Source: an optimization exercise on an open RTL-to-GDS flow (aim: small area, a short achievable clock period and few clock cycles). Production flows keep margins and buffers that such runs may drop. Where RTL was checked, it was by simulation tests only, not by an equivalence proof against the original. Power and IR drop assume default switching activity.

## run A
## simplecpu
module simplecpu (
	input  logic        rst,
	input  logic        clk,
	output logic [9:0]  pc,
	input  logic [15:0] inst,
	output logic [7:0]  d_addr,
	output logic        d_wr,
	output logic [15:0] d_wdata,
	input  logic [15:0] d_rdata,
	output logic        halted);
	logic [9:0]   pc_q;
	logic         f_halt;             
	logic [255:0] regs;               
	logic [15:0]  valid;              
	logic [15:0]  nz;                 
	logic         r_we, r_st, r_ld, r_not, r_loc, r_sub, r_halt;
	logic [3:0]   r_pa, r_qa, r_wa;
	logic [7:0]   r_d;
	logic         x_we, x_st, x_ld, x_not, x_alu, x_loc, x_sub, x_halt;
	logic [3:0]   x_wa;
	logic [15:0]  x_a, x_b;
	logic [3:0]  op, ra;
	logic [7:0]  d;
	logic        is_jmp, is_jmz, is_halt, stall, taken, hold;
	logic        x_zero;              
	assign op = inst[15:12];
	assign ra = inst[11:8];
	assign d  = inst[7:0];
	assign is_halt = op[3];
	assign is_jmp  = (op == 4'h7);
	assign is_jmz  = (op == 4'h5);
	logic [15:0] zflag;
	logic        r_hit, x_hit, r_known, z_ra, pc_step;
	logic [9:0]  pc_inc, pc_jmp;
	assign zflag   = ~nz;
	assign r_hit   = r_we & (r_wa == ra);
	assign x_hit   = x_we & (x_wa == ra);
  ...
Size in the first run: roughly 370 flip-flops, about 70 I/O pins.
clock: 7.0 ns
lec_check: 0
cap_margin: 20
core_margin: 2
core_utilization: 40
cts_buf_list: sky130_fd_sc_hd__clkbuf_8
cts_cluster_size: 30
place_density: 0.6
setup_slack_margin: 4.1
slew_margin: 20
synth_hierarchical: 1
standard.sh (not shown) runs the stock make flow with config.mk's settings and CLKGATE_MAP_FILE= SYNTH_SCRIPT=/design/flow/synth_recipe.tcl, a recipe that flattens the netlist after the stock synthesis.
==> flow/flow/run.sh <==
#!/bin/bash
# Standard ORFS layout (the standard.sh, synthesis unchanged), except that the
# input/output port buffers are sky130_fd_sc_hd__buf_2 cells instead of the default
# pick (a slow delay buffer). ORFS keeps each step's log under orfs/logs/; make's
# own output goes to standard.log here.
set -euo pipefail
bash standard.sh "BUFFER_PORTS_ARGS=-buffer_cell sky130_fd_sc_hd__buf_2" finish > standard.log 2>&1
Run A did not stop at any stage, and its layout met the timing, design-rule and antenna checks.
Input changes introduced in run B (baseline for comparison: run A):
- CTS_BUF_LIST no longer set, was sky130_fd_sc_hd__clkbuf_8
- CTS_CLUSTER_SIZE no longer set, was 30
==> run notes <==
- From run A to run B the numbers moved as follows: data required time at the worst endpoint went down 0.07 ns; share of the clock period used by the worst path after layout held; non-clock buffer count went up 2.
- Diff run A..run B | worst hold slack | negligible
- Part of the total power dissipated in combinational logic: run B < run A
- All of run B and run A finish clean.
--- input diff run B..run C ---
- swapping 4.1 for 3.6 in SETUP_SLACK_MARGIN
==> flow/run.sh (new file) <==
#!/bin/bash
# synth_recipe.tcl (not shown) runs the flow's synth.tcl, then flattens the netlist and writes it again
# the make line also repeats each setting of config.mk as NAME=value (left out here)
make -C /OpenROAD-flow-scripts/flow DESIGN_CONFIG=/design/flow/config.mk WORK_HOME=/design/flow/orfs CLKGATE_MAP_FILE= SYNTH_SCRIPT=/design/flow/synth_recipe.tcl finish
removed: flow/flow/run.sh
removed: flow/standard.sh
--- outcome ---
- Looking at run C and run B, the number of placed cells counting well taps is a wash.
- d_rdata[11] as the worst setup path startpoint was reported by run B, and d_rdata[4] by run C.
- | combinational group share of total power | lower: run C |
- Re final routed wirelength across all metal layers: run C is 3.7% down on run B.
Here is what was changed in the inputs of run D compared with run C.
==> flow/flow/run.sh (new file) <==
#!/bin/bash
# Standard ORFS layout (the standard.sh, synthesis unchanged), except that the
# input/output port buffers are sky130_fd_sc_hd__buf_2 cells instead of the default
# pick (a slow delay buffer). ORFS keeps each step's log under orfs/logs/; make's
# own output goes to standard.log here.
set -euo pipefail
bash standard.sh "BUFFER_PORTS_ARGS=-buffer_cell sky130_fd_sc_hd__buf_2" finish > standard.log 2>&1
==> flow/standard.sh (new file) <==
#!/bin/bash
# synth_recipe.tcl (not shown) runs the flow's synth.tcl, then flattens the netlist and writes it again
# the make line also repeats each setting of config.mk as NAME=value (left out here)
make -C /OpenROAD-flow-scripts/flow DESIGN_CONFIG=/design/flow/config.mk WORK_HOME=/design/flow/orfs CLKGATE_MAP_FILE= SYNTH_SCRIPT=/design/flow/synth_recipe.tcl "${@:-finish}"
removed: flow/run.sh
--- outcome ---
The fraction of power spent switching nets in run D was higher than what run C gave.
Of run C and run D, run C shows the higher clock period minus final worst setup slack, with run D below it.
Run D: met2 usage in global routing is 0.29 points higher than what run C reported.
Summary of run D over run C: power decreased by about 2% relative to the old numbers; detail-routed net length per standard cell up 0.21 um; detailed-route via count grew by 54.
Run D completed every stage of the flow, and the final layout passed the timing, design-rule and antenna checks.
Here is what was changed in the inputs of run E compared with run D.
- putting CTS_BUF_LIST at sky130_fd_sc_hd__clkbuf_4 where nothing was set
Findings:
- Per the comparison of run E with run D, post-synthesis mux area share about even, final area about even, portion of the post-synthesis area used by sequential elements about even, overall track demand over capacity in global routing rose 0.39 points.
- As far as maximum number of pins on one net before global-route repair goes, run E and run D are indistinguishable; the numbers are identical.
- Taking run D as the reference point, the non-clock buffer count of run E rises by 1.
- Path depth of the worst reg2reg path for run E: 1 up relative to run D
- All of run D and run E finish clean.
- Delta (run E minus run D): final core area utilization essentially unchanged; fmax increased about 1.3%; overall power decreased 3.6%.
Function was not checked in any run of this note: the RTL went through the layout flow alone.

========
== build 35 ==
simplecpu, a different RTL version from the one above (not shown whole).
Size: roughly 1400 cells after synthesis, roughly 70 I/O pins, roughly 18000 um2 of cells after synthesis.
==> flow/design.v (excerpt) <==
module simplecpu (
	input  logic        rst,
	input  logic        clk,
	output logic [9:0]  pc,
	input  logic [15:0] inst,
	output logic [7:0]  d_addr,
	output logic        d_wr,
	output logic [15:0] d_wdata,
	input  logic [15:0] d_rdata,
	output logic        halted);
clock: 7.0 ns
lec_check: 0
cap_margin: 20
core_margin: 2
core_utilization: 60
cts_cluster_diameter: 150
cts_cluster_size: 30
gpl_routability_driven: 0
place_density: 0.75
setup_slack_margin: 4.3
slew_margin: 20
synth_hierarchical: 1
==> flow/flow/run.sh <==
#!/bin/bash
# Standard ORFS layout (the standard.sh, synthesis unchanged), except that the
# input/output port buffers are sky130_fd_sc_hd__buf_2 cells instead of the default
# pick (a slow delay buffer). ORFS keeps each step's log under orfs/logs/; make's
# own output goes to standard.log here.
set -euo pipefail
bash standard.sh "BUFFER_PORTS_ARGS=-buffer_cell sky130_fd_sc_hd__buf_2" finish > standard.log 2>&1
The flow did not stop early for build 35: all stages ran, and the layout cleared the timing, design-rule and antenna checks.
Testbench counts of build 35, summed over its fixed seeds: cycles 74,821.
For build 26, these inputs were changed with respect to build 35:
Settings: PLACE_DENSITY now 0.85, was 0.75; CORE_UTILIZATION now 75, was 60; GPL_ROUTABILITY_DRIVEN no longer set, was 0.
### Flow results
- Build 26 has hold slack above what build 35 had.
- When build 26 is set beside build 35, its post-route cell area turns out to be 58 um2 smaller.
- Net switching fraction of the power, build 26 and build 35: higher on build 35
- When build 26 is set beside build 35, its post-layout utilization of the core turns out to be 17 points larger.
- When build 26 is measured against build 35, its wire length after detailed routing turns out about 0.9% higher.

========
== rev 12 ==
The RTL this note starts from:
==> flow/design.v <==
module addsub16 (
	input  logic [15:0] a,
	input  logic [15:0] bb,
	input  logic        sub,
	output logic [15:0] s,
	output logic        zero);    
	logic [15:0] p, g, k, c;
	xor16 px (.a(a), .b(bb), .o(p));
	and16 gx (.a(a), .b(bb), .o(g));
	or16  kx (.a(a), .b(bb), .o(k));
	prefix16 pf (.p(p), .g(g), .cin(sub), .c(c));
	xor16 sx (.a(p), .b(c), .o(s));
	assign zero = ~|(p ^ {k[14:0], sub});
endmodule
module xor16 (input logic [15:0] a, input logic [15:0] b, output logic [15:0] o);
	assign o = a ^ b;
endmodule
module and16 (input logic [15:0] a, input logic [15:0] b, output logic [15:0] o);
	assign o = a & b;
endmodule
module or16 (input logic [15:0] a, input logic [15:0] b, output logic [15:0] o);
	assign o = a | b;
endmodule
module prefix16 (
	input  logic [15:0] p,
	input  logic [15:0] g,
	input  logic        cin,
	output logic [15:0] c);
	logic [15:0] g0, g1, p1, g2, p2, g3, p3, g4;
	assign g0 = {g[15:1], g[0] | (p[0] & cin)};
	genvar i;
	generate
		for (i = 0; i < 16; i = i + 1) begin : pfx
			if (i >= 1) begin
				assign g1[i] = g0[i] | (p[i] & g0[i-1]);
				assign p1[i] = p[i] & p[i-1];
			end else begin
				assign g1[i] = g0[i];
				assign p1[i] = p[i];
			end
			if (i >= 2) begin
				assign g2[i] = g1[i] | (p1[i] & g1[i-2]);
				assign p2[i] = p1[i] & p1[i-2];
			end else begin
				assign g2[i] = g1[i];
				assign p2[i] = p1[i];
			end
			if (i >= 4) begin
				assign g3[i] = g2[i] | (p2[i] & g2[i-4]);
				assign p3[i] = p2[i] & p2[i-4];
			end else begin
				assign g3[i] = g2[i];
				assign p3[i] = p2[i];
			end
			if (i >= 8) assign g4[i] = g3[i] | (p3[i] & g3[i-8]);
			else        assign g4[i] = g3[i];
		end
	endgenerate
	assign c = {g4[14:0], cin};
endmodule
module pcadd (
	input  logic [9:0] pc,
	input  logic [7:0] d,
	output logic [9:0] pc_inc,
	output logic [9:0] pc_jmp);
	logic [9:0] p, g, c;
	assign pc_inc = pc + 10'd1;
	xor10 px (.a(pc), .b({2'b00, d}), .o(p));
	and10 gx (.a(pc), .b({2'b00, d}), .o(g));
	prefix10 pf (.p(p), .g(g), .c(c));
	xor10 sx (.a(p), .b(c), .o(pc_jmp));
endmodule
module xor10 (input logic [9:0] a, input logic [9:0] b, output logic [9:0] o);
	assign o = a ^ b;
endmodule
module and10 (input logic [9:0] a, input logic [9:0] b, output logic [9:0] o);
	assign o = a & b;
endmodule
module prefix10 (
	input  logic [9:0] p,
	input  logic [9:0] g,
	output logic [9:0] c);
	logic [9:0] g1, p1, g2, p2, g3, p3, g4;
	genvar i;
	generate
		for (i = 0; i < 10; i = i + 1) begin : pfx
			if (i >= 1) begin
				assign g1[i] = g[i] | (p[i] & g[i-1]);
				assign p1[i] = p[i] & p[i-1];
			end else begin
				assign g1[i] = g[i];
				assign p1[i] = p[i];
			end
			if (i >= 2) begin
				assign g2[i] = g1[i] | (p1[i] & g1[i-2]);
				assign p2[i] = p1[i] & p1[i-2];
			end else begin
				assign g2[i] = g1[i];
				assign p2[i] = p1[i];
			end
			if (i >= 4) begin
				assign g3[i] = g2[i] | (p2[i] & g2[i-4]);
				assign p3[i] = p2[i] & p2[i-4];
			end else begin
				assign g3[i] = g2[i];
				assign p3[i] = p2[i];
			end
			if (i >= 8) assign g4[i] = g3[i] | (p3[i] & g3[i-8]);
			else        assign g4[i] = g3[i];
		end
	endgenerate
	assign c = {g4[8:0], 1'b0};
endmodule
module neg16 (
	input  logic [15:0] a,
	output logic [15:0] n);
	logic [15:0] lo;    
	genvar i;
	generate
		for (i = 0; i < 16; i = i + 1) begin : b
			if (i == 0) assign lo[i] = 1'b0;
			else        assign lo[i] = |a[i-1:0];
		end
	endgenerate
	assign n = a ^ lo;
endmodule
module mux16 (
	input  logic        s,
	input  logic [15:0] a,
	input  logic [15:0] b,
	output logic [15:0] o);
	assign o = s ? a : b;
endmodule
module rdmux (
	input  logic [255:0] regs,
	input  logic [15:0]  sel,
	output logic [15:0]  o);
	always_comb begin
		o = '0;
		for (int r = 0; r < 16; r++)
			o = o | (regs[16*r +: 16] & {16{sel[r]}});
	end
endmodule
module simplecpu (
	input  logic        rst,
	input  logic        clk,
	output logic [9:0]  pc,
	input  logic [15:0] inst,
	output logic [7:0]  d_addr,
	output logic        d_wr,
	output logic [15:0] d_wdata,
	input  logic [15:0] d_rdata,
	output logic        halted);
	logic [9:0]   pc_q;
	logic         f_halt;             
	logic [255:0] regs;               
	logic [15:0]  valid;              
	logic [15:0]  nz;                 
	logic         r_we, r_st, r_halt;
	logic         r_mem, r_not, r_sub, r_dsel, r_loc;
	logic         r_afwd, r_bfwd;     
	logic [3:0]   r_wa;
	logic [15:0]  r_psel, r_qsel;     
	logic [7:0]   r_d;                
	logic         x_we, x_st, x_halt, x_cin;
	logic [3:0]   x_wa;
	logic [15:0]  x_a, x_b;
	logic [15:0]  sum;                
	logic         sum_zero;
	logic [3:0]  op, ra, pa;
	logic [7:0]  d;
	logic        is_jmp, is_jmz, is_halt, is_mem, is_st, is_dsel, is_azero, writes;
	logic        r_hit, x_hit, z_ra, stall, taken, hold, f_ok;
	logic [9:0]  pc_inc, pc_jmp;
	assign op = inst[15:12];
	assign ra = inst[11:8];
	assign d  = inst[7:0];
	assign is_halt  = op[3];
	assign is_jmp   = (op == 4'h7);
	assign is_jmz   = (op == 4'h5);
	assign is_st    = (op[2:0] == 3'h1);
	assign is_mem   = (op[2:0] == 3'h0) | (op[2:0] == 3'h6);                  
	assign is_dsel  = (op[2:0] == 3'h3) | is_st;                             
	assign is_azero = (op[2:0] == 3'h3) | is_mem;                            
	assign writes   = is_mem | (op[2:0] == 3'h2) | (op[2:0] == 3'h3) | (op[2:0] == 3'h4);
	assign pa       = is_st ? ra : inst[7:4];
	assign r_hit = r_we & (r_wa == ra);
	assign x_hit = x_we & (x_wa == ra);
	assign z_ra  = r_hit ? (r_d == 8'h00) : x_hit ? sum_zero : ~nz[ra];
	assign stall = (is_jmz & r_hit & ~r_loc) | (is_mem & r_st);
	assign taken = is_jmp | (is_jmz & z_ra);
	assign hold  = f_halt | is_halt | stall;
	assign f_ok  = ~f_halt & ~is_halt & ~stall;
	pcadd pcadd (.pc(pc_q), .d(d), .pc_inc(pc_inc), .pc_jmp(pc_jmp));
	always_ff @(posedge clk) begin
		if (rst) begin
			pc_q   <= '0;
			f_halt <= 1'b0;
		end else begin
			if (~hold) pc_q <= taken ? pc_jmp : pc_inc;
			if (is_halt) f_halt <= 1'b1;
		end
	end
	logic [15:0] valid_nxt;
	assign valid_nxt = valid | ({15'h0000, x_we} << x_wa);
	always_ff @(posedge clk) begin
		if (rst) begin
			r_we   <= 1'b0;
			r_st   <= 1'b0;
			r_halt <= 1'b0;
		end else begin
			r_we   <= f_ok & ~op[3] & writes;
			r_st   <= f_ok & (op == 4'h1);
			r_halt <= f_halt | is_halt;
		end
	end
	always_ff @(posedge clk) begin
		r_mem   <= is_mem;
		r_not   <= (op[2:0] == 3'h6);
		r_sub   <= (op[2:0] == 3'h4);
		r_loc   <= (op[2:0] == 3'h3);
		r_dsel  <= is_dsel;
		r_psel  <= is_azero ? 16'h0000 : (valid_nxt & (16'h0001 << pa));
		r_qsel  <= (is_dsel | is_mem) ? 16'h0000 : (valid_nxt & (16'h0001 << inst[3:0]));
		r_wa    <= ra;
		r_d     <= d;
		r_afwd  <= r_we & (r_wa == pa) & ~is_azero;
		r_bfwd  <= r_we & (r_wa == inst[3:0]) & ~is_dsel & ~is_mem;
	end
	logic [7:0] d_addr_q;
	always_ff @(posedge clk)
		d_addr_q <= (r_st & ~rst) ? r_d : d;
	logic [15:0] p_rd, q_rd, a_nxt, b_nxt, b_rd;
	rdmux pmux (.regs(regs), .sel(r_psel), .o(p_rd));
	rdmux qmux (.regs(regs), .sel(r_qsel), .o(q_rd));
	assign b_rd = q_rd | ({16{r_mem}} & d_rdata) | ({16{r_dsel}} & {8'h00, r_d});
	logic [15:0] b_sel;
	mux16 amux (.s(r_afwd), .a(sum), .b(p_rd), .o(a_nxt));
	mux16 bmux (.s(r_bfwd), .a(sum), .b(b_rd), .o(b_sel));
	assign b_nxt = b_sel ^ {16{r_sub | r_not}};
	always_ff @(posedge clk) begin
		if (rst) begin
			x_we   <= 1'b0;
			x_st   <= 1'b0;
			x_halt <= 1'b0;
		end else begin
			x_we   <= r_we;
			x_st   <= r_st;
			x_halt <= r_halt;
		end
	end
	always_ff @(posedge clk) begin
		x_cin <= r_sub | r_not;
		x_wa  <= r_wa;
		x_a   <= a_nxt;
		x_b   <= b_nxt;
	end
	addsub16 alu (.a(x_a), .bb(x_b), .sub(x_cin), .s(sum), .zero(sum_zero));
	always_ff @(posedge clk) begin
		if (rst) begin
			valid <= '0;
			nz    <= '0;
		end else if (x_we) begin
			valid[x_wa] <= 1'b1;
			nz[x_wa]    <= ~sum_zero;
		end
	end
	genvar g;
	generate
		for (g = 0; g < 16; g = g + 1) begin : rf
			always_ff @(posedge clk)
				if (x_we && x_wa == g) regs[16*g +: 16] <= sum;
		end
	endgenerate
	assign pc      = pc_q;
	assign d_addr  = d_addr_q;
	assign d_wr    = x_st;
	assign d_wdata = x_a;
	assign halted  = x_halt;
endmodule
==> flow/config.mk <==
export PLATFORM = sky130hd
export DESIGN_NAME = simplecpu
export DESIGN_NICKNAME = simplecpu
export VERILOG_FILES = /design/flow/design.v
export SDC_FILE = /design/flow/constraint.sdc
export NUM_CORES = 4
export LEC_CHECK = 0
export CAP_MARGIN = 5
export CORE_MARGIN = 2
export CORE_UTILIZATION = 60
export CTS_CLUSTER_DIAMETER = 150
export CTS_CLUSTER_SIZE = 30
export PLACE_DENSITY = 0.75
export SETUP_SLACK_MARGIN = 4.3
export SLEW_MARGIN = 5
export SYNTH_HIERARCHICAL = 1
==> flow/constraint.sdc <==
create_clock -name core_clock -period 7.0 [get_ports {clk}]
set_input_delay 1.4000 -clock core_clock [delete_from_list [all_inputs] [get_ports {clk}]]
set_output_delay 1.4000 -clock core_clock [all_outputs]
set_load 0.01 [all_outputs]
Scripts as last shown in full above: flow/flow/run.sh
Rev 12 reached the final stage; the timing, design-rule and antenna checks on its layout passed.
Testbench counts of rev 12, summed over its fixed seeds: cycles 74,821.
### rev 12 -> rev 13
- a change of SETUP_SLACK_MARGIN from 4.3 to 4.4
- a change of CTS_CLUSTER_SIZE from 30 to 25
- a change of CAP_MARGIN from 5 to 20
- a change of SLEW_MARGIN from 5 to 20
==> run notes <==
- Min part of the total power dissipated in the clock network across rev 12 and rev 13: rev 12
- Rev 13 -> rev 12: cell count after placement flat
- Delay of the slowest critical-path stage (lower): rev 13
- Synthesized area across rev 12 and rev 13: no real change.
- Between rev 12 and rev 13, the flow reports total power increasing by a few percent.
- Compared with rev 12, rev 13 instantiates a larger number of standard cells.
- Of the two values seen for critical path capture point, pc[7] was produced by rev 12 and pc_q[6] by rev 13.
- Status: combinational power share parity (rev 12, rev 13)
- Compared with rev 12, in rev 13 hold slack rose 0.0058 ns, overall routing resource usage rose 1.1 points, worst-case setup margin in the final layout rose 0.030 ns, half-perimeter wire length of the detailed placement result rose 430 µm.

what the ideal ports hide:
Ports are ideal in the flow. The routed layouts listed here were re-timed in OpenROAD. Step 1: set_driving_cell puts a clkbuf_16 on clk and a buf_2 on each other input, an assumption about the parent block. Step 2 moves the port delays by t, midway between the first and last clock arrival at a register: inputs arrive t later, outputs are due t later. That takes back most of the time a late clock gives input paths. a / b / c = ideal / step 1 / step 2; a / b = the first two.
run | t, ns | setup WS [ns] | worst setup path after step 2 | clock arrival spread, ns | worst data-port slew with drivers (ns)
run A | 0.665 | 3.978 / 3.983 / 3.318 | input to register | 0.028 / 0.028 | 0.07
run B | 0.591 | 3.976 / 3.990 / 3.399 | input to register | 0.016 / 0.017 | 0.06
run C | 0.587 | 3.670 / 3.700 / 3.114 | input to register | 0.023 / 0.023 | 0.05
run D | 0.593 | 3.700 / 3.700 / 3.248 | input to register | 0.017 / 0.017 | 0.05
run E | 0.830 | 3.742 / 3.742 / 3.223 | input to register | 0.057 / 0.058 | 0.05
build 35 | 0.581 | 4.368 / 4.315 / 3.869 | input to register | 0.031 / 0.031 | 0.03
build 26 | 0.556 | 4.291 / 4.242 / 3.827 | input to register | 0.025 / 0.024 | 0.04
rev 12 | 0.578 | 4.361 / 4.308 / 3.884 | input to register | 0.037 / 0.037 | 0.04
rev 13 | 0.577 | 4.391 / 4.352 / 3.801 | input to register | 0.036 / 0.037 | 0.06
After both steps setup and hold are still met in every run listed. The setup slack of run A, which loses most, moves by +0.005 ns with the drivers and by -0.660 ns with both steps.
